This is an optimization exercise on Yosys and OpenROAD, whose aim is small area, a short achievable clock period and few clock cycles, not a production implementation.
The RTL was checked by simulation tests, not by an equivalence proof against the original design.
No activity file was given, so power comes from the tool's default toggle rates.

[design/flow/flow/run.sh]
#!/bin/bash
# The standard synthesis and layout (standard.sh), with:
#  - ports buffered with buf_4 instead of the library's first buffer;
#  - larger clock-tree sink clusters and no dummy clock loads;
#  - after global routing, cells with ample slack are downsized (flow/downsize.tcl).
set -o pipefail
bash standard.sh \
  SETUP_SLACK_MARGIN=8.6 \
  TNS_END_PERCENT=5 \
  MATCH_CELL_FOOTPRINT=0 \
  "BUFFER_PORTS_ARGS=-buffer_cell sky130_fd_sc_hd__buf_4" \
  "CTS_ARGS=-sink_clustering_enable -repair_clock_nets -sink_clustering_size 25 -sink_clustering_max_diameter 80 -dont_use_dummy_load" \
  POST_GLOBAL_ROUTE_TCL=$PWD/flow/post_grt.tcl \
  finish > flow_make.log 2>&1
[design/flow/flow/downsize.tcl]
# Area recovery: replace cells by smaller sizes of the same function where the
# timing through them stays well above the design's worst setup slack.
# Runs inside ORFS (after global route repair); parasitics from global routing.
proc ds_smaller_cells { lc } {
  set name [get_property $lc name]
  if {![regexp {^(sky130_fd_sc_hd__[a-z0-9]+)_([0-9]+)$} $name -> base sz]} { return {} }
  set a [get_property $lc area]
  set out {}
  foreach c [get_lib_cells */${base}_*] {
    set cn [get_property $c name]
    if {[get_property $c dont_use]} continue
    set ca [get_property $c area]
    if {$ca < $a} { lappend out [list $ca $c] }
  }
  return [lsort -real -index 0 $out]
}
proc ds_inst_slack { inst } {
  set sl 1e9
  foreach p [get_pins -of $inst] {
    set s [get_property $p slack_max]
    if {$s ne "INF" && $s < $sl} { set sl $s }
  }
  return $sl
}
proc ds_max_out_cap { inst } {
  # largest total capacitance driven by an output of the instance (pF)
  set mx 0
  foreach p [get_pins -of $inst -filter "direction==output"] {
    set net [get_nets -quiet -of $p]
    if {$net eq ""} continue
    set c [sta::Net_capacitance $net [sta::cmd_scene] max]
    if {$c > $mx} { set mx $c }
  }
  return [expr {$mx * 1e12}]
}
proc ds_drv_ok { rs rc } {
  # worst max-slew and max-capacitance slack, relative to the limit
  return [expr {[sta::max_slew_check_slack_limit] >= $rs && [sta::max_capacitance_check_slack_limit] >= $rc}]
}
proc downsize_all { guard } {
  set wns [worst_slack -max]
  set rs [expr {min(0.2, [sta::max_slew_check_slack_limit])}]
  set rc [expr {min(0.2, [sta::max_capacitance_check_slack_limit])}]
  puts "downsize: slew and capacitance margins kept at $rs $rc"
  set thr [expr {$wns + $guard}]
  puts "downsize: worst slack $wns, keeping instance slack above $thr"
  set saved 0; set n 0
  set cands {}
  foreach inst [get_cells *] {
    set lc [get_lib_cells -of $inst]
    if {$lc eq "NULL" || $lc eq ""} continue
    set cn [get_property $lc name]
    if {[string match "*clkbuf*" $cn] || [string match "*clkinv*" $cn] || [string match "*tap*" $cn] || [string match "*fill*" $cn] || [string match "*decap*" $cn] || [string match "*dly*" $cn]} continue
    set sm [ds_smaller_cells $lc]
    if {[llength $sm] == 0} continue
    set sl [ds_inst_slack $inst]
    if {$sl < $thr + 0.05} continue
    # a weak driver on a long or heavily loaded net is left alone: its delay
    # depends most on parasitics that change after detailed routing
    if {[ds_max_out_cap $inst] > 0.04} continue
    lappend cands [list $sl $inst]
  }
  # most slack first
  foreach c [lsort -real -decreasing -index 0 $cands] {
    set inst [lindex $c 1]
    set lc [get_lib_cells -of $inst]
    set a0 [get_property $lc area]
    foreach s [ds_smaller_cells $lc] {
      set nc [lindex $s 1]
      replace_cell $inst $nc
      if {[ds_inst_slack $inst] >= $thr && [worst_slack -max] >= $wns - 1e-4 && [ds_drv_ok $rs $rc]} {
        set saved [expr {$saved + $a0 - [lindex $s 0]}]
        incr n
        break
      } else {
        replace_cell $inst $lc
      }
    }
  }
  puts "downsize: resized $n instances, saved [format %.1f $saved] um2, worst slack now [worst_slack -max]"
}
[design/flow/flow/post_grt.tcl]
# After the global-route timing repair: recover area from cells on paths
# with ample slack (see downsize.tcl). The estimated parasitics are written
# to SPEF and read back so that they stay attached to the nets while cells
# are swapped.
source [file join [file dirname [info script]] downsize.tcl]
set ds_spef [file join $::env(RESULTS_DIR) 5_1_grt_est.spef]
estimate_parasitics -global_routing -spef_file $ds_spef
read_spef $ds_spef
downsize_all 0.20
[design/flow/standard.sh]
#!/bin/bash
# synth_recipe.tcl (not shown) runs the flow's synth.tcl, then flattens the netlist and writes it again
# the make line also repeats each setting of config.mk as NAME=value (left out here)
make -C /OpenROAD-flow-scripts/flow DESIGN_CONFIG=/design/flow/config.mk WORK_HOME=/design/flow/orfs CLKGATE_MAP_FILE= SYNTH_SCRIPT=/design/flow/synth_recipe.tcl "${@:-finish}"
[design/flow/config.mk]
export PLATFORM = sky130hd
export DESIGN_NAME = MipsProcessor
export DESIGN_NICKNAME = MipsProcessor
export VERILOG_FILES = /design/flow/design.v
export SDC_FILE = /design/flow/constraint.sdc
export NUM_CORES = 8
export LEC_CHECK = 0
export CAP_MARGIN = 20
export CORE_MARGIN = 2
export CORE_UTILIZATION = 60
export PLACE_DENSITY = 0.7
export SLEW_MARGIN = 20
export SYNTH_HIERARCHICAL = 1
[design/flow/constraint.sdc]
create_clock -name core_clock -period 12.0 [get_ports {clk}]
set_input_delay 2.4000 -clock core_clock [delete_from_list [all_inputs] [get_ports {clk}]]
set_output_delay 2.4000 -clock core_clock [all_outputs]
set_load 0.01 [all_outputs]
[design/flow/design.v]
module IfDecode(input [5:0] op, output jt, jal, jr);
	assign jt  = !op[5] && op[0] && !op[3] && (!op[1] || op[2]);    
	assign jal = !op[5] && op[2] && !op[3];
	assign jr  = !op[5] && op[1] && !op[2];
endmodule
module Controller(input [5:0] op, func, input jal, output rtype, useimm, regwrite, memread, memwrite, beq,
                  rdrs, rdrt, sub, andop, orop, slt);
	wire addi = !jal && !op[5] && op[3] && !op[4];
	wire slti = !jal && op[5] && op[0];
	wire lw   = !jal && op[5] && op[2] && !op[1];
	wire sw   = !jal && op[5] && op[1] && !op[0];
	assign beq    = !jal && !op[5] && op[4];
	assign rtype  = !jal && !op[5] && !op[0];
	assign useimm = addi || slti || lw || sw || jal;
	assign regwrite = rtype || addi || slti || lw || jal;
	assign memread  = lw;
	assign memwrite = sw;
	assign rdrs = rtype || addi || slti || lw || sw || beq;
	assign rdrt = rtype || sw || beq;
	assign sub   = rtype && func[4];
	assign andop = rtype && func[3];
	assign orop  = rtype && func[2];
	assign slt   = (rtype && func[1]) || slti;
endmodule
module HazardUnit(input d_valid, rdrs, rdrt, input [4:0] rs, rt, input e_memread, input [4:0] e_rd, output stall);
	assign stall = d_valid && e_memread && ((rdrs && rs == e_rd) || (rdrt && rt == e_rd));
endmodule
module ForwardUnit(input e_regwrite, input [4:0] e_rd, rs, rt, input jal, output fa, ft);
	assign fa = e_regwrite && (e_rd == rs) && !jal;
	assign ft = e_regwrite && (e_rd == rt);
endmodule
module RegFile(input clk, we, input [4:0] wa, input [31:0] wd_a, wd_b, input [31:1] s1, s2,
               output [31:0] rd1_n, rd2_n);
	wire [32*31-1:0] q;
	wire [31:1] wsel;
	Dec5 My_WDec(.a(wa), .en(we), .y(wsel));
	genvar k;
	generate
		for (k = 1; k < 32; k = k + 1) begin : r
			reg [31:0] v;
			always @(posedge clk)
				if (wsel[k])
					v <= (k < 16) ? wd_a : wd_b;
			assign q[(k-1)*32 +: 32] = v;
		end
	endgenerate
	ReadPort My_RP1(.s(s1), .q(q), .y_n(rd1_n));
	ReadPort My_RP2(.s(s2), .q(q), .y_n(rd2_n));
endmodule
module Dec5(input [4:0] a, input en, output [31:1] y);
	genvar k;
	generate
		for (k = 1; k < 32; k = k + 1) begin : d
			assign y[k] = en && (a == k);
		end
	endgenerate
endmodule
module ReadPort(input [31:1] s, input [32*31-1:0] q, output [31:0] y_n);
	genvar b, g;
	generate
		for (b = 0; b < 32; b = b + 1) begin : bt
			wire [10:0] n;
			wire [2:0] t;
			for (g = 0; g < 10; g = g + 1) begin : grp
				C_AOI222 My_G(.a1(s[3*g+1]), .a2(q[(3*g)*32 + b]), .b1(s[3*g+2]), .b2(q[(3*g+1)*32 + b]),
				              .c1(s[3*g+3]), .c2(q[(3*g+2)*32 + b]), .y(n[g]));
			end
			C_NAND2 My_G10(.a(s[31]), .b(q[30*32 + b]), .y(n[10]));
			C_NAND4 My_T0(.a(n[0]), .b(n[1]), .c(n[2]), .d(n[3]), .y(t[0]));
			C_NAND4 My_T1(.a(n[4]), .b(n[5]), .c(n[6]), .d(n[7]), .y(t[1]));
			C_NAND3 My_T2(.a(n[8]), .b(n[9]), .c(n[10]), .y(t[2]));
			C_NOR3 My_Y(.a(t[0]), .b(t[1]), .c(t[2]), .y(y_n[b]));
		end
	endgenerate
endmodule
module BrCmp(input [31:0] a_n, b_n, input go_n, output [3:0] taken, ntaken);
	wire [31:0] ne;
	wire [15:0] e2;
	wire [7:0] d4;
	wire [3:0] e8;
	wire [1:0] d16;
	genvar i;
	generate
		for (i = 0; i < 32; i = i + 1) begin : x
			C_XOR2 My_X(.a(a_n[i]), .b(b_n[i]), .y(ne[i]));
		end
		C_NOR3 My_E0(.a(ne[0]), .b(ne[1]), .c(go_n), .y(e2[0]));
		for (i = 1; i < 16; i = i + 1) begin : l1
			C_NOR2 My_E(.a(ne[2*i]), .b(ne[2*i+1]), .y(e2[i]));
		end
		for (i = 0; i < 8; i = i + 1) begin : l2
			C_NAND2 My_D(.a(e2[2*i]), .b(e2[2*i+1]), .y(d4[i]));
		end
		for (i = 0; i < 4; i = i + 1) begin : l3
			C_NOR2 My_E(.a(d4[2*i]), .b(d4[2*i+1]), .y(e8[i]));
		end
		for (i = 0; i < 2; i = i + 1) begin : l4
			C_NAND2 My_D(.a(e8[2*i]), .b(e8[2*i+1]), .y(d16[i]));
		end
		for (i = 0; i < 4; i = i + 1) begin : l5
			C_NOR2 My_T(.a(d16[0]), .b(d16[1]), .y(taken[i]));
			C_NAND4 My_N(.a(e8[0]), .b(e8[1]), .c(e8[2]), .d(e8[3]), .y(ntaken[i]));
		end
	endgenerate
endmodule
module ALU(input [31:0] m, ea, eb, input [16:0] imm, input fa, ra, fb, rb, ib, sub, ssum, andop, orop, slt,
           output [31:0] out);
	wire [31:0] a_n, b_n, bx_n, g0, p0, o0, s;
	genvar i;
	generate
		for (i = 0; i < 32; i = i + 1) begin : op
			C_AOI22 My_A(.a1(fa), .a2(m[i]), .b1(ra), .b2(ea[i]), .y(a_n[i]));
			if (i < 17) begin : lo
				C_AOI222 My_B(.a1(fb), .a2(m[i]), .b1(rb), .b2(eb[i]), .c1(ib), .c2(imm[i]), .y(b_n[i]));
			end else begin : hi
				C_AOI22 My_B(.a1(fb), .a2(m[i]), .b1(rb), .b2(eb[i]), .y(b_n[i]));
			end
			C_XOR2 My_X(.a(b_n[i]), .b(sub), .y(bx_n[i]));
			C_NOR2 My_G(.a(a_n[i]), .b(bx_n[i]), .y(g0[i]));
			C_XOR2 My_P(.a(a_n[i]), .b(bx_n[i]), .y(p0[i]));
			C_NAND2 My_O(.a(a_n[i]), .b(bx_n[i]), .y(o0[i]));
		end
	endgenerate
	wire pg_1;
	C_AOI21 My_AOI21_2(.a1(p0[0]), .a2(sub), .b1(g0[0]), .y(pg_1));
	wire pi_3;
	C_INV My_INV_4(.a(pg_1), .y(pi_3));
	wire pg_5;
	C_AOI21 My_AOI21_6(.a1(p0[1]), .a2(pi_3), .b1(g0[1]), .y(pg_5));
	wire pg_7;
	C_AOI21 My_AOI21_8(.a1(p0[3]), .a2(g0[2]), .b1(g0[3]), .y(pg_7));
	wire pp_9;
	C_NAND2 My_NAND2_10(.a(p0[3]), .b(p0[2]), .y(pp_9));
	wire pg_11;
	C_AOI21 My_AOI21_12(.a1(p0[5]), .a2(g0[4]), .b1(g0[5]), .y(pg_11));
	wire pp_13;
	C_NAND2 My_NAND2_14(.a(p0[5]), .b(p0[4]), .y(pp_13));
	wire pg_15;
	C_AOI21 My_AOI21_16(.a1(p0[7]), .a2(g0[6]), .b1(g0[7]), .y(pg_15));
	wire pp_17;
	C_NAND2 My_NAND2_18(.a(p0[7]), .b(p0[6]), .y(pp_17));
	wire pg_19;
	C_AOI21 My_AOI21_20(.a1(p0[9]), .a2(g0[8]), .b1(g0[9]), .y(pg_19));
	wire pp_21;
	C_NAND2 My_NAND2_22(.a(p0[9]), .b(p0[8]), .y(pp_21));
	wire pg_23;
	C_AOI21 My_AOI21_24(.a1(p0[11]), .a2(g0[10]), .b1(g0[11]), .y(pg_23));
	wire pp_25;
	C_NAND2 My_NAND2_26(.a(p0[11]), .b(p0[10]), .y(pp_25));
	wire pg_27;
	C_AOI21 My_AOI21_28(.a1(p0[13]), .a2(g0[12]), .b1(g0[13]), .y(pg_27));
	wire pp_29;
	C_NAND2 My_NAND2_30(.a(p0[13]), .b(p0[12]), .y(pp_29));
	wire pg_31;
	C_AOI21 My_AOI21_32(.a1(p0[15]), .a2(g0[14]), .b1(g0[15]), .y(pg_31));
	wire pp_33;
	C_NAND2 My_NAND2_34(.a(p0[15]), .b(p0[14]), .y(pp_33));
	wire pg_35;
	C_AOI21 My_AOI21_36(.a1(p0[17]), .a2(g0[16]), .b1(g0[17]), .y(pg_35));
	wire pp_37;
	C_NAND2 My_NAND2_38(.a(p0[17]), .b(p0[16]), .y(pp_37));
	wire pg_39;
	C_AOI21 My_AOI21_40(.a1(p0[19]), .a2(g0[18]), .b1(g0[19]), .y(pg_39));
	wire pp_41;
	C_NAND2 My_NAND2_42(.a(p0[19]), .b(p0[18]), .y(pp_41));
	wire pg_43;
	C_AOI21 My_AOI21_44(.a1(p0[21]), .a2(g0[20]), .b1(g0[21]), .y(pg_43));
	wire pp_45;
	C_NAND2 My_NAND2_46(.a(p0[21]), .b(p0[20]), .y(pp_45));
	wire pg_47;
	C_AOI21 My_AOI21_48(.a1(p0[23]), .a2(g0[22]), .b1(g0[23]), .y(pg_47));
	wire pp_49;
	C_NAND2 My_NAND2_50(.a(p0[23]), .b(p0[22]), .y(pp_49));
	wire pg_51;
	C_AOI21 My_AOI21_52(.a1(p0[25]), .a2(g0[24]), .b1(g0[25]), .y(pg_51));
	wire pp_53;
	C_NAND2 My_NAND2_54(.a(p0[25]), .b(p0[24]), .y(pp_53));
	wire pg_55;
	C_AOI21 My_AOI21_56(.a1(p0[27]), .a2(g0[26]), .b1(g0[27]), .y(pg_55));
	wire pp_57;
	C_NAND2 My_NAND2_58(.a(p0[27]), .b(p0[26]), .y(pp_57));
	wire pg_59;
	C_AOI21 My_AOI21_60(.a1(p0[29]), .a2(g0[28]), .b1(g0[29]), .y(pg_59));
	wire pp_61;
	C_NAND2 My_NAND2_62(.a(p0[29]), .b(p0[28]), .y(pp_61));
	wire pg_63;
	C_AOI21 My_AOI21_64(.a1(p0[31]), .a2(g0[30]), .b1(g0[31]), .y(pg_63));
	wire pp_65;
	C_NAND2 My_NAND2_66(.a(p0[31]), .b(p0[30]), .y(pp_65));
	wire pg_67;
	C_OAI21 My_OAI21_68(.a1(pp_9), .a2(pg_5), .b1(pg_7), .y(pg_67));
	wire pg_69;
	C_OAI21 My_OAI21_70(.a1(pp_17), .a2(pg_11), .b1(pg_15), .y(pg_69));
	wire pp_71;
	C_NOR2 My_NOR2_72(.a(pp_17), .b(pp_13), .y(pp_71));
	wire pg_73;
	C_OAI21 My_OAI21_74(.a1(pp_25), .a2(pg_19), .b1(pg_23), .y(pg_73));
	wire pp_75;
	C_NOR2 My_NOR2_76(.a(pp_25), .b(pp_21), .y(pp_75));
	wire pg_77;
	C_OAI21 My_OAI21_78(.a1(pp_33), .a2(pg_27), .b1(pg_31), .y(pg_77));
	wire pp_79;
	C_NOR2 My_NOR2_80(.a(pp_33), .b(pp_29), .y(pp_79));
	wire pg_81;
	C_OAI21 My_OAI21_82(.a1(pp_41), .a2(pg_35), .b1(pg_39), .y(pg_81));
	wire pp_83;
	C_NOR2 My_NOR2_84(.a(pp_41), .b(pp_37), .y(pp_83));
	wire pg_85;
	C_OAI21 My_OAI21_86(.a1(pp_49), .a2(pg_43), .b1(pg_47), .y(pg_85));
	wire pp_87;
	C_NOR2 My_NOR2_88(.a(pp_49), .b(pp_45), .y(pp_87));
	wire pg_89;
	C_OAI21 My_OAI21_90(.a1(pp_57), .a2(pg_51), .b1(pg_55), .y(pg_89));
	wire pp_91;
	C_NOR2 My_NOR2_92(.a(pp_57), .b(pp_53), .y(pp_91));
	wire pg_93;
	C_OAI21 My_OAI21_94(.a1(pp_65), .a2(pg_59), .b1(pg_63), .y(pg_93));
	wire pp_95;
	C_NOR2 My_NOR2_96(.a(pp_65), .b(pp_61), .y(pp_95));
	wire pg_97;
	C_AOI21 My_AOI21_98(.a1(pp_71), .a2(pg_67), .b1(pg_69), .y(pg_97));
	wire pg_99;
	C_AOI21 My_AOI21_100(.a1(pp_79), .a2(pg_73), .b1(pg_77), .y(pg_99));
	wire pp_101;
	C_NAND2 My_NAND2_102(.a(pp_79), .b(pp_75), .y(pp_101));
	wire pg_103;
	C_AOI21 My_AOI21_104(.a1(pp_87), .a2(pg_81), .b1(pg_85), .y(pg_103));
	wire pp_105;
	C_NAND2 My_NAND2_106(.a(pp_87), .b(pp_83), .y(pp_105));
	wire pg_107;
	C_AOI21 My_AOI21_108(.a1(pp_95), .a2(pg_89), .b1(pg_93), .y(pg_107));
	wire pp_109;
	C_NAND2 My_NAND2_110(.a(pp_95), .b(pp_91), .y(pp_109));
	wire pg_111;
	C_OAI21 My_OAI21_112(.a1(pp_101), .a2(pg_97), .b1(pg_99), .y(pg_111));
	wire pg_113;
	C_OAI21 My_OAI21_114(.a1(pp_109), .a2(pg_103), .b1(pg_107), .y(pg_113));
	wire pp_115;
	C_NOR2 My_NOR2_116(.a(pp_109), .b(pp_105), .y(pp_115));
	wire pg_117;
	C_AOI21 My_AOI21_118(.a1(pp_115), .a2(pg_111), .b1(pg_113), .y(pg_117));
	wire pi_119;
	C_INV My_INV_120(.a(pg_111), .y(pi_119));
	wire pg_121;
	C_OAI21 My_OAI21_122(.a1(pp_105), .a2(pi_119), .b1(pg_103), .y(pg_121));
	wire pi_123;
	C_INV My_INV_124(.a(pg_97), .y(pi_123));
	wire pg_125;
	C_AOI21 My_AOI21_126(.a1(pp_75), .a2(pi_123), .b1(pg_73), .y(pg_125));
	wire pg_127;
	C_AOI21 My_AOI21_128(.a1(pp_83), .a2(pg_111), .b1(pg_81), .y(pg_127));
	wire pg_129;
	C_AOI21 My_AOI21_130(.a1(pp_91), .a2(pg_121), .b1(pg_89), .y(pg_129));
	wire pi_131;
	C_INV My_INV_132(.a(pg_67), .y(pi_131));
	wire pg_133;
	C_OAI21 My_OAI21_134(.a1(pp_13), .a2(pi_131), .b1(pg_11), .y(pg_133));
	wire pg_135;
	C_OAI21 My_OAI21_136(.a1(pp_21), .a2(pg_97), .b1(pg_19), .y(pg_135));
	wire pg_137;
	C_OAI21 My_OAI21_138(.a1(pp_29), .a2(pg_125), .b1(pg_27), .y(pg_137));
	wire pg_139;
	C_OAI21 My_OAI21_140(.a1(pp_37), .a2(pi_119), .b1(pg_35), .y(pg_139));
	wire pg_141;
	C_OAI21 My_OAI21_142(.a1(pp_45), .a2(pg_127), .b1(pg_43), .y(pg_141));
	wire pi_143;
	C_INV My_INV_144(.a(pg_121), .y(pi_143));
	wire pg_145;
	C_OAI21 My_OAI21_146(.a1(pp_53), .a2(pi_143), .b1(pg_51), .y(pg_145));
	wire pg_147;
	C_OAI21 My_OAI21_148(.a1(pp_61), .a2(pg_129), .b1(pg_59), .y(pg_147));
	wire pi_149;
	C_INV My_INV_150(.a(pg_5), .y(pi_149));
	wire pg_151;
	C_AOI21 My_AOI21_152(.a1(p0[2]), .a2(pi_149), .b1(g0[2]), .y(pg_151));
	wire pg_153;
	C_AOI21 My_AOI21_154(.a1(p0[4]), .a2(pg_67), .b1(g0[4]), .y(pg_153));
	wire pg_155;
	C_AOI21 My_AOI21_156(.a1(p0[6]), .a2(pg_133), .b1(g0[6]), .y(pg_155));
	wire pg_157;
	C_AOI21 My_AOI21_158(.a1(p0[8]), .a2(pi_123), .b1(g0[8]), .y(pg_157));
	wire pg_159;
	C_AOI21 My_AOI21_160(.a1(p0[10]), .a2(pg_135), .b1(g0[10]), .y(pg_159));
	wire pi_161;
	C_INV My_INV_162(.a(pg_125), .y(pi_161));
	wire pg_163;
	C_AOI21 My_AOI21_164(.a1(p0[12]), .a2(pi_161), .b1(g0[12]), .y(pg_163));
	wire pg_165;
	C_AOI21 My_AOI21_166(.a1(p0[14]), .a2(pg_137), .b1(g0[14]), .y(pg_165));
	wire pg_167;
	C_AOI21 My_AOI21_168(.a1(p0[16]), .a2(pg_111), .b1(g0[16]), .y(pg_167));
	wire pg_169;
	C_AOI21 My_AOI21_170(.a1(p0[18]), .a2(pg_139), .b1(g0[18]), .y(pg_169));
	wire pi_171;
	C_INV My_INV_172(.a(pg_127), .y(pi_171));
	wire pg_173;
	C_AOI21 My_AOI21_174(.a1(p0[20]), .a2(pi_171), .b1(g0[20]), .y(pg_173));
	wire pg_175;
	C_AOI21 My_AOI21_176(.a1(p0[22]), .a2(pg_141), .b1(g0[22]), .y(pg_175));
	wire pg_177;
	C_AOI21 My_AOI21_178(.a1(p0[24]), .a2(pg_121), .b1(g0[24]), .y(pg_177));
	wire pg_179;
	C_AOI21 My_AOI21_180(.a1(p0[26]), .a2(pg_145), .b1(g0[26]), .y(pg_179));
	wire pi_181;
	C_INV My_INV_182(.a(pg_129), .y(pi_181));
	wire pg_183;
	C_AOI21 My_AOI21_184(.a1(p0[28]), .a2(pi_181), .b1(g0[28]), .y(pg_183));
	wire pg_185;
	C_AOI21 My_AOI21_186(.a1(p0[30]), .a2(pg_147), .b1(g0[30]), .y(pg_185));
	C_XNOR2 My_XNOR2_187(.a(p0[1]), .b(pg_1), .y(s[1]));
	C_XNOR2 My_XNOR2_188(.a(p0[2]), .b(pg_5), .y(s[2]));
	C_XNOR2 My_XNOR2_189(.a(p0[3]), .b(pg_151), .y(s[3]));
	C_XOR2 My_XOR2_190(.a(p0[4]), .b(pg_67), .y(s[4]));
	C_XNOR2 My_XNOR2_191(.a(p0[5]), .b(pg_153), .y(s[5]));
	C_XOR2 My_XOR2_192(.a(p0[6]), .b(pg_133), .y(s[6]));
	C_XNOR2 My_XNOR2_193(.a(p0[7]), .b(pg_155), .y(s[7]));
	C_XNOR2 My_XNOR2_194(.a(p0[8]), .b(pg_97), .y(s[8]));
	C_XNOR2 My_XNOR2_195(.a(p0[9]), .b(pg_157), .y(s[9]));
	C_XOR2 My_XOR2_196(.a(p0[10]), .b(pg_135), .y(s[10]));
	C_XNOR2 My_XNOR2_197(.a(p0[11]), .b(pg_159), .y(s[11]));
	C_XNOR2 My_XNOR2_198(.a(p0[12]), .b(pg_125), .y(s[12]));
	C_XNOR2 My_XNOR2_199(.a(p0[13]), .b(pg_163), .y(s[13]));
	C_XOR2 My_XOR2_200(.a(p0[14]), .b(pg_137), .y(s[14]));
	C_XNOR2 My_XNOR2_201(.a(p0[15]), .b(pg_165), .y(s[15]));
	C_XOR2 My_XOR2_202(.a(p0[16]), .b(pg_111), .y(s[16]));
	C_XNOR2 My_XNOR2_203(.a(p0[17]), .b(pg_167), .y(s[17]));
	C_XOR2 My_XOR2_204(.a(p0[18]), .b(pg_139), .y(s[18]));
	C_XNOR2 My_XNOR2_205(.a(p0[19]), .b(pg_169), .y(s[19]));
	C_XNOR2 My_XNOR2_206(.a(p0[20]), .b(pg_127), .y(s[20]));
	C_XNOR2 My_XNOR2_207(.a(p0[21]), .b(pg_173), .y(s[21]));
	C_XOR2 My_XOR2_208(.a(p0[22]), .b(pg_141), .y(s[22]));
	C_XNOR2 My_XNOR2_209(.a(p0[23]), .b(pg_175), .y(s[23]));
	C_XOR2 My_XOR2_210(.a(p0[24]), .b(pg_121), .y(s[24]));
	C_XNOR2 My_XNOR2_211(.a(p0[25]), .b(pg_177), .y(s[25]));
	C_XOR2 My_XOR2_212(.a(p0[26]), .b(pg_145), .y(s[26]));
	C_XNOR2 My_XNOR2_213(.a(p0[27]), .b(pg_179), .y(s[27]));
	C_XNOR2 My_XNOR2_214(.a(p0[28]), .b(pg_129), .y(s[28]));
	C_XNOR2 My_XNOR2_215(.a(p0[29]), .b(pg_183), .y(s[29]));
	C_XOR2 My_XOR2_216(.a(p0[30]), .b(pg_147), .y(s[30]));
	C_XNOR2 My_XNOR2_217(.a(p0[31]), .b(pg_185), .y(s[31]));
	wire lt_218;
	assign lt_218 = pg_117;
	wire lt = lt_218;
	C_XOR2 My_XOR2_219(.a(p0[0]), .b(sub), .y(s[0]));
	wire [31:0] lg;
	assign lg = ({32{andop}} & g0) | ({32{orop}} & o0);
	generate
		for (i = 1; i < 32; i = i + 1) begin : rs
			C_A21O My_R(.a1(ssum), .a2(s[i]), .b1(lg[i]), .y(out[i]));
		end
	endgenerate
	wire r0;
	C_A21O My_R0(.a1(ssum), .a2(s[0]), .b1(lg[0]), .y(r0));
	C_A21O My_R0s(.a1(slt), .a2(lt), .b1(r0), .y(out[0]));
endmodule
module C_INV(input a, output y);
	assign y = !a;
endmodule
module C_NAND2(input a, b, output y);
	assign y = !(a && b);
endmodule
module C_NOR2(input a, b, output y);
	assign y = !(a || b);
endmodule
module C_XOR2(input a, b, output y);
	assign y = a ^ b;
endmodule
module C_XNOR2(input a, b, output y);
	assign y = !(a ^ b);
endmodule
module C_NAND3(input a, b, c, output y);
	assign y = !(a && b && c);
endmodule
module C_NAND4(input a, b, c, d, output y);
	assign y = !(a && b && c && d);
endmodule
module C_NOR3(input a, b, c, output y);
	assign y = !(a || b || c);
endmodule
module C_NOR4(input a, b, c, d, output y);
	assign y = !(a || b || c || d);
endmodule
module C_OR3(input a, b, c, output y);
	assign y = a || b || c;
endmodule
module C_OR2(input a, b, output y);
	assign y = a || b;
endmodule
module C_OAI211(input a1, a2, b1, c1, output y);
	assign y = !((a1 || a2) && b1 && c1);
endmodule
module C_AOI21(input a1, a2, b1, output y);
	assign y = !((a1 && a2) || b1);
endmodule
module C_OAI21(input a1, a2, b1, output y);
	assign y = !((a1 || a2) && b1);
endmodule
module C_A21O(input a1, a2, b1, output y);
	assign y = (a1 && a2) || b1;
endmodule
module C_AOI22(input a1, a2, b1, b2, output y);
	assign y = !((a1 && a2) || (b1 && b2));
endmodule
module C_AOI222(input a1, a2, b1, b2, c1, c2, output y);
	assign y = !((a1 && a2) || (b1 && b2) || (c1 && c2));
endmodule
module C_MUX2(input a0, a1, s, output y);
	assign y = s ? a1 : a0;
endmodule
module MipsProcessor(input clk, rst, output [31:0] imem_addr, input [31:0] imem_data,
                     output [31:0] dmem_addr, dmem_wdata, output dmem_we, dmem_re, input [31:0] dmem_rdata);
	reg  [31:0] pc;
	wire [31:1] inc = pc[31:1] + 31'd1;
	wire [31:0] pc1 = pc[0] ? {inc, 1'b0} : {pc[31:1], 1'b1};
	wire [31:0] pc2 = {inc, pc[0]};
	wire [5:0]  iop = imem_data[31:26];
	wire if_jt, if_jal, if_jr, if_jal_a, if_jal_b, nc_a1, nc_a2, nc_b1, nc_b2;
	IfDecode My_IfDecode(.op(iop), .jt(if_jt), .jal(if_jal), .jr(if_jr));
	IfDecode My_IfDecodeA(.op(iop), .jt(nc_a1), .jal(if_jal_a), .jr(nc_a2));
	IfDecode My_IfDecodeB(.op(iop), .jt(nc_b1), .jal(if_jal_b), .jr(nc_b2));
	wire stall;
	wire [3:0] br_taken, br_ntaken;    
	wire [31:0] br_target;
	wire [31:0] pc_seq = if_jt ? {pc1[31:26], imem_data[25:0]} : (if_jr ? pc2 : pc1);
	wire [31:0] pc_hold = stall ? pc : pc_seq;
	wire [31:0] pc_next;
	genvar i;
	generate
		for (i = 0; i < 32; i = i + 1) begin : pcm
			wire t_n, h_n;
			C_NAND2 My_T(.a(br_taken[i/8]), .b(br_target[i]), .y(t_n));
			C_NAND2 My_H(.a(br_ntaken[i/8]), .b(pc_hold[i]), .y(h_n));
			C_NAND2 My_M(.a(t_n), .b(h_n), .y(pc_next[i]));
		end
	endgenerate
	always @(posedge clk, posedge rst) begin
		if (rst)
			pc <= 32'd0;
		else
			pc <= pc_next;
	end
	assign imem_addr = pc;
	reg        d_valid;
	reg [31:0] d_w;
	always @(posedge clk, posedge rst) begin
		if (rst)
			d_valid <= 1'b0;
		else
			d_valid <= br_ntaken[3] && (stall ? d_valid : 1'b1);
	end
	reg [31:1] d_s1, d_s2;
	wire [31:1] n_s1, n_s2;
	Dec5 My_SDec1(.a(stall ? d_w[25:21] : imem_data[25:21]), .en(1'b1), .y(n_s1));
	Dec5 My_SDec2(.a(stall ? d_w[20:16] : imem_data[20:16]), .en(1'b1), .y(n_s2));
	always @(posedge clk) begin
		d_s1 <= n_s1;
		d_s2 <= n_s2;
	end
	always @(posedge clk) begin
		if (!stall)
			d_w <= {imem_data[31:26], if_jal_b ? pc1[25:13] : imem_data[25:13], if_jal_a ? pc1[12:0] : imem_data[12:0]};
	end
	wire [4:0] d_rs = d_w[25:21];
	wire [4:0] d_rt = d_w[20:16];
	wire [4:0] d_rd = d_w[15:11];
	wire d_jal = !d_w[31] && d_w[28] && !d_w[29];
	wire c_rtype, c_useimm, c_regwrite, c_memread, c_memwrite, c_beq, c_rdrs, c_rdrt, c_sub, c_and, c_or, c_slt;
	Controller My_Controller(.op(d_w[31:26]), .func(d_w[5:0]), .jal(d_jal), .rtype(c_rtype), .useimm(c_useimm),
	                         .regwrite(c_regwrite), .memread(c_memread), .memwrite(c_memwrite), .beq(c_beq),
	                         .rdrs(c_rdrs), .rdrt(c_rdrt), .sub(c_sub), .andop(c_and), .orop(c_or), .slt(c_slt));
	wire [4:0] d_dst = d_jal ? 5'd31 : (c_rtype ? d_rd : d_rt);
	wire        m_regwrite;
	wire [4:0]  m_rd;
	wire [31:0] m_wd, m_wd_b;
	wire [31:0] rf1_n, rf2_n;
	RegFile My_RegFile(.clk(clk), .we(m_regwrite), .wa(m_rd), .wd_a(m_wd), .wd_b(m_wd_b), .s1(d_s1), .s2(d_s2), .rd1_n(rf1_n), .rd2_n(rf2_n));
	wire byp1 = m_regwrite && (m_rd == d_rs);
	wire byp2 = m_regwrite && (m_rd == d_rt);
	wire sa_jal = d_jal;
	wire sa_rd  = !d_jal && byp1 && m_memread;
	wire sa_res = !d_jal && byp1 && !m_memread;
	wire sa_rf_n = d_jal || byp1;
	wire sb_rd  = byp2 && m_memread;
	wire sb_res = byp2 && !m_memread;
	wire sb_rf_n = byp2;
	wire [31:0] jalv = {pc[31:26], d_w[25:0]};
	wire [31:0] opa, opb;
	generate
		for (i = 0; i < 32; i = i + 1) begin : byp
			wire na_rd, na_oth, nb_rd, nb_res;
			C_NAND2 My_ARd(.a(sa_rd), .b(dmem_rdata[i]), .y(na_rd));
			C_AOI22 My_AOth(.a1(sa_res), .a2(m_res[i]), .b1(sa_jal), .b2(jalv[i]), .y(na_oth));
			C_OAI211 My_A(.a1(sa_rf_n), .a2(rf1_n[i]), .b1(na_rd), .c1(na_oth), .y(opa[i]));
			C_NAND2 My_BRd(.a(sb_rd), .b(dmem_rdata[i]), .y(nb_rd));
			C_NAND2 My_BRes(.a(sb_res), .b(m_res[i]), .y(nb_res));
			C_OAI211 My_B(.a1(sb_rf_n), .a2(rf2_n[i]), .b1(nb_rd), .c1(nb_res), .y(opb[i]));
		end
	endgenerate
	BrCmp My_BrCmp(.a_n(rf1_n), .b_n(rf2_n), .go_n(!(d_valid && c_beq)), .taken(br_taken), .ntaken(br_ntaken));
	assign br_target = pc + {15'd0, d_w[15], d_w[15:0]};
	reg        e_regwrite, e_memread, e_memwrite;
	reg [4:0]  e_rd;
	HazardUnit My_HazardUnit(.d_valid(d_valid), .rdrs(c_rdrs), .rdrt(c_rdrt), .rs(d_rs), .rt(d_rt),
	                         .e_memread(e_memread), .e_rd(e_rd), .stall(stall));
	wire fa, ft;
	ForwardUnit My_ForwardUnit(.e_regwrite(e_regwrite), .e_rd(e_rd), .rs(d_rs), .rt(d_rt), .jal(d_jal), .fa(fa), .ft(ft));
	reg [31:0] e_a, e_b;
	reg [15:0] e_imm;
	reg        e_fa, e_ra, e_fb, e_rb, e_ib, e_ft;
	reg        e_sub, e_ssum, e_and, e_or, e_slt;
	wire d_go = d_valid && !stall;
	always @(posedge clk, posedge rst) begin
		if (rst) begin
			e_regwrite <= 1'b0; e_memread <= 1'b0; e_memwrite <= 1'b0;
		end else begin
			e_regwrite <= d_go && c_regwrite && (d_dst != 5'd0);
			e_memread  <= d_go && c_memread;
			e_memwrite <= d_go && c_memwrite;
		end
	end
	always @(posedge clk) begin
		e_rd   <= d_dst;
		e_a    <= opa;
		e_b    <= opb;
		e_imm  <= d_w[15:0];
		e_fa   <= fa;
		e_ra   <= !fa;
		e_ft   <= ft;
		e_fb   <= ft && !c_useimm;
		e_rb   <= !ft && !c_useimm;
		e_ib   <= c_useimm && !d_jal;
		e_sub  <= c_sub | c_slt;
		e_ssum <= !(c_and | c_or | c_slt);
		e_and  <= c_and;
		e_or   <= c_or;
		e_slt  <= c_slt;
	end
	reg [31:0] m_res, m_sd;
	wire [31:0] sd = e_ft ? m_res : e_b;
	wire [31:0] res;
	ALU My_ALU(.m(m_res), .ea(e_a), .eb(e_b), .imm({e_imm[15], e_imm}), .fa(e_fa), .ra(e_ra), .fb(e_fb), .rb(e_rb), .ib(e_ib),
	           .sub(e_sub), .ssum(e_ssum), .andop(e_and), .orop(e_or), .slt(e_slt), .out(res));
	reg m_regwrite_r, m_memread, m_memwrite;
	reg [4:0] m_rd_r;
	always @(posedge clk, posedge rst) begin
		if (rst) begin
			m_regwrite_r <= 1'b0; m_memread <= 1'b0; m_memwrite <= 1'b0;
		end else begin
			m_regwrite_r <= e_regwrite; m_memread <= e_memread; m_memwrite <= e_memwrite;
		end
	end
	reg m_re_o;
	always @(posedge clk) begin
		m_re_o <= e_memread;
		m_rd_r <= e_rd;
		m_res  <= res;
		m_sd   <= sd;
	end
	assign m_regwrite = m_regwrite_r;
	assign m_rd = m_rd_r;
	generate
		for (i = 0; i < 32; i = i + 1) begin : wdm
			C_MUX2 My_WA(.a0(m_res[i]), .a1(dmem_rdata[i]), .s(m_memread), .y(m_wd[i]));
			C_MUX2 My_WB(.a0(m_res[i]), .a1(dmem_rdata[i]), .s(m_memread), .y(m_wd_b[i]));
		end
	endgenerate
	assign dmem_addr  = m_res;
	assign dmem_wdata = m_sd;
	assign dmem_we    = m_memwrite;
	assign dmem_re    = m_re_o;
endmodule
==> results of run 1 <==
metal layers:
| layer | GRT usage, % | wire [um] |
|---|---|---|
| met1 | 52.5 | 64100 |
| met2 | 60.1 | 86000 |
| met3 | 8.33 | 29000 |
| met4 | 25.3 | 15000 |
| met5 | 0 | 94 |
worst paths after layout:
check,from,end,slack (ns),depth (start not counted)
max,pc[27]$_DFF_PP0_,imem_addr[27],8.25,1
min,e_memwrite$_DFF_PP0_,m_memwrite$_DFF_PP0_,0.36,0
max reg2reg,d_s1[4]$_DFF_P_,pc[9]$_DFF_PP0_,8.25,12
min reg2reg,e_memwrite$_DFF_PP0_,m_memwrite$_DFF_PP0_,0.36,0
max in group asynchronous,rst,pc[27]$_DFF_PP0_,9.31,2
min in group asynchronous,rst,pc[8]$_DFF_PP0_,1.93,2
cells in the final DEF (no fill, tap or decap), types with 17 or more instances in the layout:
| master | count |
|---|---|
| xnor2_1 | 77 |
| o21ai_0 | 36 |
| nor3_1 | 60 |
| nand4_1 | 153 |
| nand3_1 | 89 |
| dfrtp_2 | 27 |
| nor2_1 | 221 |
| mux2_2 | 41 |
| o21ai_1 | 18 |
| edfxtp_1 | 1024 |
| clkbuf_16 | 61 |
| o211ai_1 | 68 |
| a22o_1 | 32 |
| buf_4 | 224 |
| a22oi_1 | 84 |
| a21oi_1 | 109 |
| ha_1 | 18 |
| inv_1 | 27 |
| dfxtp_2 | 22 |
| buf_1 | 81 |
| a21o_1 | 38 |
| mux2_4 | 64 |
| a222oi_1 | 657 |
| dfxtp_1 | 190 |
| nor3_2 | 17 |
| nand2_1 | 379 |
| xor2_1 | 145 |
area by class of cell:
type,count,area share (%)
Tap cell,1254,2.60
Inverter,31,0.212
Clock buffer,60,2.49
Timing Repair Buffer,325,3.73
Sequential cell,1291,60.4
Multi-Input combinational cell,2514,30.6
Antenna cell,1,0.00415
through the flow:
step	setup WS [ns]	cell area (um2)
2_1_floorplan	8.39	56300
3_3_place_gp	7.49	59900
3_5_place_dp	7.48	59900
4_1_cts	8.23	62000
6_report	8.25	60300
report_power, final:
group / internal (mW) / switching (mW)
Sequential: 5.56 / 0.323
Clock: 0.889 / 1.35
Combinational: 0.756 / 1.43
Total: 7.20 / 3.10
state kept, by name, indices dropped and copies added (netlist names), 5 cells and up:
register / count
My_RegFile.r.v: 992
d_s1: 31
d_s2: 31
d_w: 32
e_a: 32
e_b: 32
e_imm: 16
e_rd: 5
m_rd_r: 5
m_res: 32
m_sd: 32
pc: 32
==> summary.txt, run 1 <==
Clock network
  • Post-CTS setup buffers: 36
  • Worst-skew pair later-pin latency: approximately 0.73 ns
  • Clk root buf: clkbuf_16
  • CTS tree: built
  • PostCTS Resize Cnt: between 100 and 150
  • CTS max path bufs: 3
  • # clock sinks: ~1300
  • Hold_buf cts: 0
  • Clock transition at the registers of the reported paths: ~0.1 ns
  • Htree depth: 2
  • Number of buffers created by CTS: 60

Timing
  • Final Hold Viols: 0
  • Maximum clock frequency: 267 MHz
  • Setup TNS Final: 0 ns
  • Slew Viols, Final: 0
  • Max_slew headroom: 29.8%
  • Setup violations, final: 0
  • Layout Skew: 0.0745 ns
  • Minimum clock period: 3.75 ns
  • Hold_ws: 0.362 ns
  • Tcrit/Tclk final: 31.3%
  • Slew @ Worst Pin: roughly 1.0 ns

Global routing
  • Largest net degree at the start of global routing: between 50 and 60
  • First-pass GRT wire length: 274000 um
  • Initial antenna violation count: 8
  • Overall routing resource usage: between 30% and 40%
  • Overflow after GRT: 0
  • Vias in the first global route: ~40000

Place
  • Placed insts: 5370
  • Final Wtd Congestion: 0.963
  • PortBufs: between 150 and 200
  • DP HPWL: 120000 um

Setup path
  • Critical path class: reg -> out
  • CP cell instances: buf_6
  • Endpoint class of the critical path: output pin
  • Critical Path RT: roughly 9.6 ns
  • CP Launch Type: flop
  • CP arrival: around 1.4 ns
  • Max incr delay on CP: ~0.52 ns
  • Slowest cell on the critical path: dfrtp_4
  • Worst path top cell family by delay: flip-flops
  • Worst-path fanout max: 2
  • Critical path buffers and inverters: 1

Drt
  • ANT nets after route: 0
  • Wire per inst: ~35 um
  • DRC viols: 0
  • First drt pass iteration count: 14
  • Vias: ~42000
  • Vias per cell: ~7.7
  • Initial drt markers: between 9000 and 10000
  • Routed Wire Length: between 150000 and 200000 um

Yosys
  • Yosys warnings: 8
  • Post-Syn Area: between 50000 and 60000 um2
  • Post-Syn Area per Cell: around 14 um2
  • Syn Inst Count: approximately 3900

Final layout
  • Proportion of layout cells with a drive suffix above 1: between 10% and 20%
  • Synthesis-to-finish area growth: 7.35%
  • Post-route insts no fill: around 5500
  • Multi-input gate area: approximately 18000 um2
  • End-of-flow core utilization: roughly 65%
  • Nets: roughly 4300
  • Reg area: about 36000 um2
  • Fill cells: 7110

Job
  • MaxCap Viol Count: 0

Pwr
  • P per Cell Area: 171 nW/um2
  • Leak: 19.9 nW
  • Worst IR Drop VDD: 124 uV
  • Tot Pwr: 10.3 mW

Floorplanning
  • FP Rows: ~110
  • Initial Utilization: about three fifths
  • Core ar.: 93000 um2
  • Die Y: 310 um
  • I/O pin count: 164
  • Die area: between 90000 and 100000 um2
  • Die width: just over 300 um

Worst hold path
  • Worst Hold Class: reg -> reg

Outcome
  • Outcome: finished clean
Testbench counts, summed over its fixed seeds: cycles 49,457.
==> inputs of run 2 (changes only) <==
--- a/design/flow/design.v
+++ b/design/flow/design.v
@@ -31,3 +31,3 @@
 endmodule
-module RegFile(input clk, we, input [4:0] wa, input [31:0] wd_a, wd_b, input [31:1] s1, s2,
+module RegFile(input clk, we, input [4:0] wa, input [31:0] wd, input [31:1] s1, s2,
                output [31:0] rd1_n, rd2_n);
@@ -42,3 +42,3 @@
 				if (wsel[k])
-					v <= (k < 16) ? wd_a : wd_b;
+					v <= wd;
 			assign q[(k-1)*32 +: 32] = v;
@@ -473,5 +473,5 @@
 	wire [4:0]  m_rd;
-	wire [31:0] m_wd, m_wd_b;
+	wire [31:0] m_wd;
 	wire [31:0] rf1_n, rf2_n;
-	RegFile My_RegFile(.clk(clk), .we(m_regwrite), .wa(m_rd), .wd_a(m_wd), .wd_b(m_wd_b), .s1(d_s1), .s2(d_s2), .rd1_n(rf1_n), .rd2_n(rf2_n));
+	RegFile My_RegFile(.clk(clk), .we(m_regwrite), .wa(m_rd), .wd(m_wd), .s1(d_s1), .s2(d_s2), .rd1_n(rf1_n), .rd2_n(rf2_n));
 	wire byp1 = m_regwrite && (m_rd == d_rs);
@@ -562,4 +562,3 @@
 		for (i = 0; i < 32; i = i + 1) begin : wdm
-			C_MUX2 My_WA(.a0(m_res[i]), .a1(dmem_rdata[i]), .s(m_memread), .y(m_wd[i]));
-			C_MUX2 My_WB(.a0(m_res[i]), .a1(dmem_rdata[i]), .s(m_memread), .y(m_wd_b[i]));
+			C_MUX2 My_W(.a0(m_res[i]), .a1(dmem_rdata[i]), .s(m_memread), .y(m_wd[i]));
 		end
--- a/design/flow/flow/post_grt.tcl
+++ b/design/flow/flow/post_grt.tcl
@@ -8,2 +8,2 @@
 read_spef $ds_spef
-downsize_all 0.20
+downsize_all 0.30
==> run 2 against run 1 <==
  * Final cell count is 0.40% lower
  * Via count shrank 0.57%
  * Non-clock buffer count grew 16
  * Fmax down 1.2%
  * Clock power about the same
  * Flip-flop and latch count stayed put
  * Critical path depth rose by 1
  * Count of clock-buffer cells in the layout did not move
  * Area after synthesis down 0.85%
  * Clock skew is 0.0076 ns lower
  * First-iteration DRC count is 0.42% lower
  * Largest cell class unchanged
==> summary.txt, run 2 <==
Floorplanning
  • Die width: 309 um (-0.42%)
  • Initial Utilization: 60.7% (+0.30 points)
  • Core ar.: 91800 um2 (-1.3%)
  • I/O pin count: 164 (unchanged)
  • Die Y: 309 um (-0.42%)
  • FP Rows: 111 (-0.89%)
  • Die area: 95300 um2 (-0.84%)

Global routing
  • Overflow after GRT: 0 (unchanged)
  • Initial antenna violation count: 5 (-3)
  • Largest net degree at the start of global routing: 55 (unchanged)
  • First-pass GRT wire length: 275000 um (+0.33%)
  • Overall routing resource usage: 39.9% (+0.21 points)
  • Vias in the first global route: 39900 (-0.33%)

Setup path
  • Reg-to-Reg Start: d_s1[19]$_DFF_P_
  • CP Launch Type: flop
  • Max incr delay on CP: 0.44 ns (-0.08 ns)
  • Critical path class: reg -> out
  • Crit. Startpoint: pc[30]$_DFF_PP0_
  • CP arrival: 1.40 ns (+0.05 ns)
  • Critical path buffers and inverters: 2 (+1)
  • Critical Path RT: 9.60 ns (about the same)
  • CP cell instances: buf_12, buf_6
  • Worst-path fanout max: 2 (unchanged)
  • Endpoint class of the critical path: output pin
  • Slowest cell on the critical path: dfrtp_2
  • Worst path top cell family by delay: flip-flops

Pwr
  • Worst IR Drop VDD: 139 uV (+12%)
  • Leak: 19.7 nW (-1.0%)
  • P per Cell Area: 170 nW/um2 (-0.41%)

Yosys
  • Yosys warnings: 8 (unchanged)
  • Syn Inst Count: 3850 (-0.82%)
  • Post-Syn Area: 55700 um2 (-0.85%)
  • Post-Syn Area per Cell: 14.5 um2 (about the same)

Timing
  • Layout Skew: 0.0670 ns (-0.00756 ns)
  • Setup violations, final: 0 (unchanged)
  • Slew @ Worst Pin: 0.972 ns (-0.0710 ns)
  • Minimum clock period: 3.80 ns (+0.0468 ns)
  • Slew Viols, Final: 0 (unchanged)
  • Setup TNS Final: 0 ns (unchanged)
  • Max_slew headroom: 34.6% (+4.8 points)
  • Maximum clock frequency: 263 MHz (-1.2%)
  • Final Hold Viols: 0 (unchanged)
  • Tcrit/Tclk final: 31.7% (+0.39 points)

Worst hold path
  • HP Start: e_memwrite$_DFF_PP0_
  • Worst Hold Class: reg -> reg

Drt
  • ANT nets after route: 0 (unchanged)
  • Routed Wire Length: 194000 um (-0.22%)
  • Vias: 41800 (-0.57%)
  • Wire per inst: 35.5 um (+0.18%)
  • Initial drt markers: 9028 (-0.42%)
  • First drt pass iteration count: 13 (-1)
  • DRC viols: 0 (unchanged)
  • Vias per cell: 7.67 (-0.16%)

Clock network
  • PostCTS Resize Cnt: 116 (-6.5%)
  • Clock transition at the registers of the reported paths: 0.10 ns (about the same)
  • Worst-skew pair later-pin latency: 0.72 ns (about the same)
  • Number of buffers created by CTS: 60 (unchanged)
  • CTS max path bufs: 3 (unchanged)
  • CTS tree: built
  • Post-CTS setup buffers: 29 (-19%)
  • Htree depth: 2 (unchanged)
  • Hold_buf cts: 0 (unchanged)
  • # clock sinks: 1291 (unchanged)
  • Clk root buf: clkbuf_16

Final layout
  • Nets: 4292 (-0.37%)
  • Largest Register: My_RegFile.r.v
  • Synthesis-to-finish area growth: 7.64%
  • Max FFs per register: 992 (unchanged)
  • Post-route insts no fill: 5454 (-0.40%)
  • Commonest non-fill, non-tap cell in the layout: edfxtp_1
  • End-of-flow core utilization: 65.3% (+0.49 points)
  • Most frequent cells in the layout: 1024 x edfxtp_1, 657 x a222oi_1, 378 x nand2_1
  • Proportion of layout cells with a drive suffix above 1: 12.4% (-0.50 points)

Place
  • Final Wtd Congestion: 0.947 (-1.7%)
  • Placed insts: 5323 (-0.88%)
  • DP HPWL: 120000 um (-0.47%)
  • PortBufs: 163 (unchanged)

Job
  • MaxCap Viol Count: 0 (unchanged)

Outcome
  • Outcome: finished clean
## run 2: layer usage
layer | GRT usage (%) | routed length (um) | share of wire, % | up-vias
li1 | - | - | - | 17300
met1 | 54.1 | 64900 | 33 | 20200
met2 | 58.3 | 83900 | 43 | 3771
met3 | 10.3 | 31400 | 16 | 619
met4 | 23.9 | 13600 | 7.0 | 6
met5 | 0 | 36 | 0.019 | -
## run 2: worst paths after layout
kind | to | slack [ns] | depth (start not counted)
worst max register to register | pc[11]$_DFF_PP0_ | 8.33 | 13
worst max-delay path | imem_addr[30] | 8.20 | 2
worst min register to register | m_memwrite$_DFF_PP0_ | 0.38 | 0
worst min-delay path | m_memwrite$_DFF_PP0_ | 0.38 | 0
max in group asynchronous | pc[20]$_DFF_PP0_ | 9.65 | 3
min in group asynchronous | pc[16]$_DFF_PP0_ | 1.87 | 3
## run 2: cell type report
| class | count | area, um2 |
|---|---|---|
| sequential | 1291 | 36400 |
| inverter | 31 | 124 |
| clock buffer | 60 | 1500 |
| antenna | 6 | 15.0 |
| tap | 1243 | 1560 |
| fill | 6907 | 31800 |
| timing repair buffer | 341 | 2250 |
| multi-input combinational | 2482 | 18200 |
## run 2: through the flow
step                      total power [mW]  area, um2  setup WS (ns)  hold slack (ns)
after floorplan                       7.18      55900           8.39            0.331
after global placement                8.03      59400           7.47            0.359
after detailed placement              8.07      59400           7.50            0.358
after CTS                             10.3      61500           8.20            0.379
final                                 10.2      60000           8.20            0.379
## run 2: where the power goes
group | switching [mW] | internal, mW | total, mW
Clock | 1.33 | 0.889 | 2.22
Sequential | 0.331 | 5.55 | 5.88
Combinational | 1.40 | 0.690 | 2.09
Total | 3.07 | 7.13 | 10.2
Testbench counts of run 2, summed over its fixed seeds: cycles 49,457.
==> inputs of run 3 (changes only) <==
--- a/design/flow/config.mk
+++ b/design/flow/config.mk
@@ -9,4 +9,4 @@
 export CORE_MARGIN = 2
-export CORE_UTILIZATION = 60
-export PLACE_DENSITY = 0.7
+export CORE_UTILIZATION = 68
+export PLACE_DENSITY = 0.75
 export SLEW_MARGIN = 20
==> run 3 against run 2 <==
  * Register-to-register slack about the same
  * Clock skew increased by 0.035 ns
  * Flip-flop and latch count unchanged
  * Global-route usage up 7.4 points
  * Fmax grew 2.7%
  * Clock power about the same
  * Wire length grew 6.0%
  * Final cell count fell by 2.8%
  * Synthesized cell count is the same
  * Largest cell class unchanged
  * Largest power group unchanged
  * Highest routed layer unchanged
==> summary.txt, run 3 <==
Outcome
  • Outcome: finished clean

Final layout
  • End-of-flow core utilization: 74.9% (+9.6 points)
  • Synthesis-to-finish area growth: 8.60%
  • Most frequent cells in the layout: 1024 x edfxtp_1, 657 x a222oi_1, 376 x nand2_1
  • Largest Register: My_RegFile.r.v
  • Proportion of layout cells with a drive suffix above 1: 14.0% (+1.6 points)
  • Nets: 4324 (+0.75%)
  • Max FFs per register: 992 (unchanged)
  • Commonest non-fill, non-tap cell in the layout: edfxtp_1

Setup path
  • Worst Setup EP: imem_addr[0]
  • Max incr delay on CP: 0.43 ns (about the same)
  • Endpoint class of the critical path: output pin
  • Worst path top cell family by delay: flip-flops
  • Slowest cell on the critical path: dfrtp_2
  • Worst R2R End: pc[9]$_DFF_PP0_
  • R2R depth: 12 (-1)
  • CP cell instances: buf_12, buf_6
  • CP arrival: 1.30 ns (-0.10 ns)
  • Critical path buffers and inverters: 2 (unchanged)
  • Critical path class: reg -> out
  • WP depth: 2 (unchanged)
  • R2R setup slack: 8.34 ns (about the same)
  • CP Launch Type: flop
  • Critical Path RT: 9.60 ns (about the same)
  • Crit. Startpoint: pc[0]$_DFF_PP0_
  • Worst-path fanout max: 2 (unchanged)
  • Reg-to-Reg Start: d_s1[23]$_DFF_P_

Timing
  • Slew Viols, Final: 0 (unchanged)
  • Setup TNS Final: 0 ns (unchanged)
  • Minimum clock period: 3.70 ns (-0.101 ns)
  • Tcrit/Tclk final: 30.8% (-0.84 points)
  • Final Hold Viols: 0 (unchanged)
  • Layout Skew: 0.102 ns (+0.0352 ns)
  • Hold_ws: 0.363 ns (-0.0157 ns)
  • Setup violations, final: 0 (unchanged)
  • Maximum clock frequency: 270 MHz (+2.7%)
  • Worst setup margin: 8.30 ns (+0.101 ns)
  • Max_slew headroom: 17.5% (-17 points)
  • Slew @ Worst Pin: 1.23 ns (+0.255 ns)

Floorplanning
  • Die Y: 290 um (-6.0%)
  • Initial Utilization: 69.0% (+8.3 points)
  • Core ar.: 80800 um2 (-12%)
  • Die area: 84300 um2 (-12%)
  • FP Rows: 104 (-6.3%)
  • I/O pin count: 164 (unchanged)
  • Die width: 290 um (-6.0%)

Global routing
  • Largest net degree at the start of global routing: 55 (unchanged)
  • Overflow after GRT: 0 (unchanged)
  • Vias in the first global route: 42600 (+6.7%)
  • First-pass GRT wire length: 289000 um (+5.2%)
  • Overall routing resource usage: 47.3% (+7.4 points)
  • Initial antenna violation count: 5 (unchanged)

Job
  • MaxCap Viol Count: 0 (unchanged)

Drt
  • Vias per cell: 8.33 (+8.6%)
  • ANT nets after route: 0 (unchanged)
  • Wire per inst: 38.8 um (+9.1%)
  • Initial drt markers: 10900 (+20%)
  • DRC viols: 0 (unchanged)
  • Vias: 44100 (+5.5%)
  • Routed Wire Length: 205000 um (+6.0%)
  • First drt pass iteration count: 19 (+6)

Yosys
  • Syn Inst Count: 3850 (unchanged)
  • Post-Syn Area per Cell: 14.5 um2 (unchanged)
  • Post-Syn Area: 55700 um2 (unchanged)
  • Yosys warnings: 8 (unchanged)

Clock network
  • Hold_buf cts: 0 (unchanged)
  • Number of buffers created by CTS: 60 (unchanged)
  • Clk root buf: clkbuf_16
  • CTS max path bufs: 3 (unchanged)
  • Clock transition at the registers of the reported paths: 0.09 ns (about the same)
  • PostCTS Resize Cnt: 142 (+22%)
  • # clock sinks: 1291 (unchanged)
  • Post-CTS setup buffers: 57 (+97%)
  • Worst-skew pair later-pin latency: 0.73 ns (about the same)
  • Htree depth: 2 (unchanged)
  • CTS tree: built

Pwr
  • Worst IR Drop VDD: 145 uV (+4.2%)
  • Tot Pwr: 10.4 mW (+2.2%)
  • P per Cell Area: 172 nW/um2 (+1.3%)
  • Leak: 20.0 nW (+1.7%)

Place
  • Final Wtd Congestion: 0.962 (+1.6%)
  • Worst slack, placed: 7.45 ns (-0.0428 ns)
  • PortBufs: 163 (unchanged)
  • DP HPWL: 122000 um (+1.9%)

Worst hold path
  • Worst Hold Class: reg -> reg
  • Hold Path Depth: 0 (unchanged)
==> run 3: where the power goes <==
group | internal [mW] | switching, mW | total [mW]
clock network | 0.888 | 1.33 | 2.21
registers | 5.56 | 0.319 | 5.88
logic | 0.730 | 1.60 | 2.33
total | 7.18 | 3.25 | 10.4
==> run 3: layout make-up <==
type / count / area, um2
tap: 1060 / 1330
clock buffer: 60 / 1500
timing repair buffer: 373 / 2650
sequential: 1291 / 36400
multi-input combinational: 2482 / 18500
antenna: 4 / 10.0
inverter: 31 / 128
fill: 5163 / 20300
==> run 3: how the worst min path moves through the flow <==
stage                          from                    to  slack (ns)
6_report       e_memwrite$_DFF_PP0_  m_memwrite$_DFF_PP0_        0.36
4_1_cts        e_memwrite$_DFF_PP0_  m_memwrite$_DFF_PP0_        0.37
3_5_place_dp   e_memwrite$_DFF_PP0_  m_memwrite$_DFF_PP0_        0.34
3_3_place_gp   e_memwrite$_DFF_PP0_  m_memwrite$_DFF_PP0_        0.34
2_1_floorplan  e_memwrite$_DFF_PP0_  m_memwrite$_DFF_PP0_        0.33
==> run 3: metrics by stage <==
stage	std cells	cell area, um2
2_1_floorplan	3865	55900
3_3_place_gp	5135	59100
3_5_place_dp	5136	59100
4_1_cts	5255	61600
6_report	5301	60500
==> run 3: per-layer routing <==
layer	up-vias	track usage, %	share of wire, %	routed length [um]
li1	17300	-	-	-
met3	1208	19.1	18	37800
met4	6	31.8	9.2	19000
met5	-	2.27	0.15	307
met2	4748	69.6	42	87100
met1	20800	57.6	30	61300
==> inputs of run 4 (changes only) <==
--- a/design/flow/design.v
+++ b/design/flow/design.v
@@ -441,3 +441,3 @@
 	end
-	assign imem_addr = pc;
+	OutRegR My_PcOut(.clk(clk), .rst(rst), .d(pc_next), .q(imem_addr));
 	reg        d_valid;
@@ -540,2 +540,3 @@
 	wire [31:0] res;
+	OutReg My_AddrOut(.clk(clk), .d(res), .q(dmem_addr));
 	ALU My_ALU(.m(m_res), .ea(e_a), .eb(e_b), .imm({e_imm[15], e_imm}), .fa(e_fa), .ra(e_ra), .fb(e_fb), .rb(e_rb), .ib(e_ib),
@@ -565,3 +566,2 @@
 	endgenerate
-	assign dmem_addr  = m_res;
 	assign dmem_wdata = m_sd;
@@ -570 +570,12 @@
 endmodule
+module OutReg(input clk, input [31:0] d, output reg [31:0] q);
+	always @(posedge clk)
+		q <= d;
+endmodule
+module OutRegR(input clk, rst, input [31:0] d, output reg [31:0] q);
+	always @(posedge clk, posedge rst)
+		if (rst)
+			q <= 32'd0;
+		else
+			q <= d;
+endmodule
--- a/design/flow/config.mk
+++ b/design/flow/config.mk
@@ -9,4 +9,4 @@
 export CORE_MARGIN = 2
-export CORE_UTILIZATION = 68
-export PLACE_DENSITY = 0.75
+export CORE_UTILIZATION = 60
+export PLACE_DENSITY = 0.7
 export SLEW_MARGIN = 20
==> run 4 against run 3 <==
  * Sequential power is 4.8% higher
  * Clock skew is 0.042 ns lower
  * Wire length is 1.7% lower
  * First-iteration DRC count is 9.2% lower
  * Hold slack better by 0.028 ns
  * Core utilization is 9.4 points lower
  * Sequential share of layout area is 0.73 points higher
  * Critical path depth is 1 lower
  * Critical path type unchanged
  * Highest routed layer unchanged
==> summary.txt, run 4 <==
Outcome
  • Outcome: finished clean

Timing
  • Slew @ Worst Pin: 0.924 ns (-0.302 ns)
  • Tcrit/Tclk final: 30.3% (-0.50 points)
  • Setup TNS Final: 0 ns (unchanged)
  • Worst setup margin: 8.36 ns (+0.0594 ns)
  • Setup violations, final: 0 (unchanged)
  • Max_slew headroom: 37.8% (+20 points)
  • Slew Viols, Final: 0 (unchanged)
  • Layout Skew: 0.0601 ns (-0.0421 ns)
  • Hold_ws: 0.391 ns (+0.0281 ns)
  • Maximum clock frequency: 275 MHz (+1.6%)
  • Minimum clock period: 3.64 ns (-0.0594 ns)
  • Final Hold Viols: 0 (unchanged)

Setup path
  • Critical Path RT: 9.60 ns (about the same)
  • CP arrival: 1.24 ns (-0.06 ns)
  • Slowest cell on the critical path: dfrtp_1
  • CP cell instances: buf_6
  • Reg-to-Reg Start: d_s1[22]$_DFF_P_
  • Endpoint class of the critical path: output pin
  • WP depth: 1 (-1)
  • Worst-path fanout max: 1 (-1)
  • Critical path buffers and inverters: 1 (-1)
  • R2R depth: 12 (unchanged)
  • Max incr delay on CP: 0.44 ns (about the same)
  • Worst path top cell family by delay: flip-flops
  • R2R setup slack: 8.40 ns (+0.06 ns)
  • Critical path class: reg -> out
  • CP Launch Type: flop
  • Worst R2R End: pc[15]$_DFF_PP0_

Pwr
  • Logic pwr share: 20.3% (-2.1 points)
  • Register share of total power: 57.2% (+0.8 points)
  • Clock power frac: 22.5% (+1.3 points)
  • P_int: 7.54 mW (+5.1%)
  • P per Cell Area: 174 nW/um2 (+0.76%)
  • Sw Share: 29.9% (-1.3 points)
  • Leak: 20.6 nW (+2.8%)
  • Switch Pwr: 3.22 mW (-0.93%)
  • Worst IR Drop VDD: 101 uV (-30%)
  • Tot Pwr: 10.8 mW (+3.2%)

Final layout
  • Commonest non-fill, non-tap cell in the layout: edfxtp_1
  • Largest Register: My_RegFile.r.v
  • Synthesis-to-finish area growth: 8.44%
  • Nets: 4360 (+0.83%)
  • Most frequent cells in the layout: 1024 x edfxtp_1, 657 x a222oi_1, 378 x nand2_1
  • Max FFs per register: 992 (unchanged)
  • Proportion of layout cells with a drive suffix above 1: 12.5% (-1.5 points)
  • Post-Layout Inst Area: 62000 um2 (+2.4%)

Clock network
  • # clock sinks: 1355 (+5.0%)
  • CTS tree: built
  • PostCTS Resize Cnt: 62 (-56%)
  • Post-CTS setup buffers: 25 (-56%)
  • Htree depth: 3 (+1)
  • Clk root buf: clkbuf_16
  • CTS max path bufs: 3 (unchanged)
  • Hold_buf cts: 0 (unchanged)
  • Worst-skew pair later-pin latency: 0.67 ns (-0.06 ns)
  • Number of buffers created by CTS: 67 (+12%)
  • Clock transition at the registers of the reported paths: 0.10 ns (about the same)

Place
  • DP HPWL: 122000 um (+0.24%)
  • Final Wtd Congestion: 0.958 (-0.42%)
  • PortBufs: 163 (unchanged)
  • Worst slack, placed: 7.28 ns (-0.171 ns)
  • Area after DPL: 60800 um2 (+2.9%)

Job
  • MaxCap Viol Count: 0 (unchanged)

Drt
  • DRC viols: 0 (unchanged)
  • Vias: 43000 (-2.5%)
  • First drt pass iteration count: 13 (-6)
  • Routed Wire Length: 202000 um (-1.7%)
  • Vias per cell: 7.76 (-6.8%)
  • ANT nets after route: 0 (unchanged)
  • Initial drt markers: 9876 (-9.2%)
  • Wire per inst: 36.5 um (-6.0%)

Yosys
  • Yosys warnings: 10 (+2)
  • Syn Inst Count: 3915 (+1.7%)
  • Post-Syn Area: 57200 um2 (+2.6%)
  • Post-Syn Area per Cell: 14.6 um2 (+0.89%)

Floorplanning
  • Die area: 97800 um2 (+16%)
  • I/O pin count: 164 (unchanged)
  • Initial Utilization: 60.3% (-8.6 points)
  • FP Rows: 113 (+8.7%)
  • Die width: 313 um (+7.7%)
  • Core ar.: 94700 um2 (+17%)
  • Die Y: 313 um (+7.7%)

Global routing
  • Overall routing resource usage: 40.4% (-7.0 points)
  • Initial antenna violation count: 0 (-5)
  • Largest net degree at the start of global routing: 55 (unchanged)
  • First-pass GRT wire length: 286000 um (-0.95%)
  • Vias in the first global route: 41800 (-1.9%)
  • Overflow after GRT: 0 (unchanged)

Worst hold path
  • HP Start: e_memwrite$_DFF_PP0_
  • Hold Path Depth: 0 (unchanged)
  • Worst Hold Class: reg -> reg
  • Hold Path End: m_memwrite$_DFF_PP0_
==> run 4: worst max path at each step <==
stage | startpoint | endpoint | slack (ns)
after floorplan | imem_data[28] | My_PcOut.q[21]$_DFF_PP0_ | 8.37
after global placement | imem_data[28] | My_PcOut.q[8]$_DFF_PP0_ | 7.33
after detailed placement | imem_data[28] | pc[8]$_DFF_PP0_ | 7.28
after CTS | My_PcOut.q[5]$_DFF_PP0_ | imem_addr[5] | 8.34
final | My_PcOut.q[5]$_DFF_PP0_ | imem_addr[5] | 8.36
==> run 4: cell type report <==
class	instances	area, um2
timing repair buffer	337	2220
antenna	4	10.0
sequential	1355	37700
clock buffer	67	1680
multi-input combinational	2482	18600
tap	1265	1580
fill	7029	32700
inverter	32	128
==> run 4: stage by stage <==
step	std cells	util (%)
2_1_floorplan	3930	-
3_3_place_gp	5409	64.2
3_5_place_dp	5409	64.2
4_1_cts	5502	66.5
6_report	5542	65.4
==> run 4: power groups by stage <==
stage	clock network [mW]	logic (mW)	registers (mW)
after floorplan	0	1.28	6.20
after global placement	0	2.10	6.27
after detailed placement	0	2.13	6.28
after CTS	2.42	2.18	6.17
final	2.42	2.18	6.16
==> run 4: per-layer routing <==
metal	global-route usage (%)	wire [um]	up-vias
met1	52.9	67300	20900
met3	11.2	31900	734
met2	59.6	87700	3929
li1	-	-	17400
met5	0.774	106	-
met4	26.0	14900	2
Testbench counts of run 4, summed over its fixed seeds: cycles 49,457.

[what the ideal ports hide]
In the flow no input, the clock included, has a driving cell. The finished layouts below were timed again as built, in two steps. Step 1 (the two cells are an assumption about what drives the block):
set clk [get_ports {clk}]
set_driving_cell -lib_cell sky130_fd_sc_hd__clkbuf_16 $clk
set_driving_cell -lib_cell sky130_fd_sc_hd__buf_2 [delete_from_list [all_inputs] $clk]
Step 2 adds t to the input delays and takes it off the output delays; t is the mean of the earliest and latest rising clock arrival at the registers after step 1. Input paths then give back, and output paths get back, about the clock's delay inside the block. a / b / c = ideal / step 1 / step 2; a / b = the first two.
run	shift t [ns]	setup WS [ns]	worst setup path after step 2	latest minus earliest clock arrival (ns)	pins driven straight from the clock port
run 1	0.768	8.248 / 8.176 / 7.617	input to register	0.075 / 0.074	1
run 2	0.762	8.201 / 8.124 / 7.770	input to register	0.067 / 0.068	1
run 3	0.752	8.302 / 8.229 / 7.745	input to register	0.102 / 0.102	1
run 4	0.722	8.362 / 8.283 / 7.788	input to register	0.061 / 0.061	1
After both steps setup and hold are still met in every run listed. For run 1, which loses most, drivers alone change the setup slack by -0.072 ns; drivers and shift together by -0.631 ns.
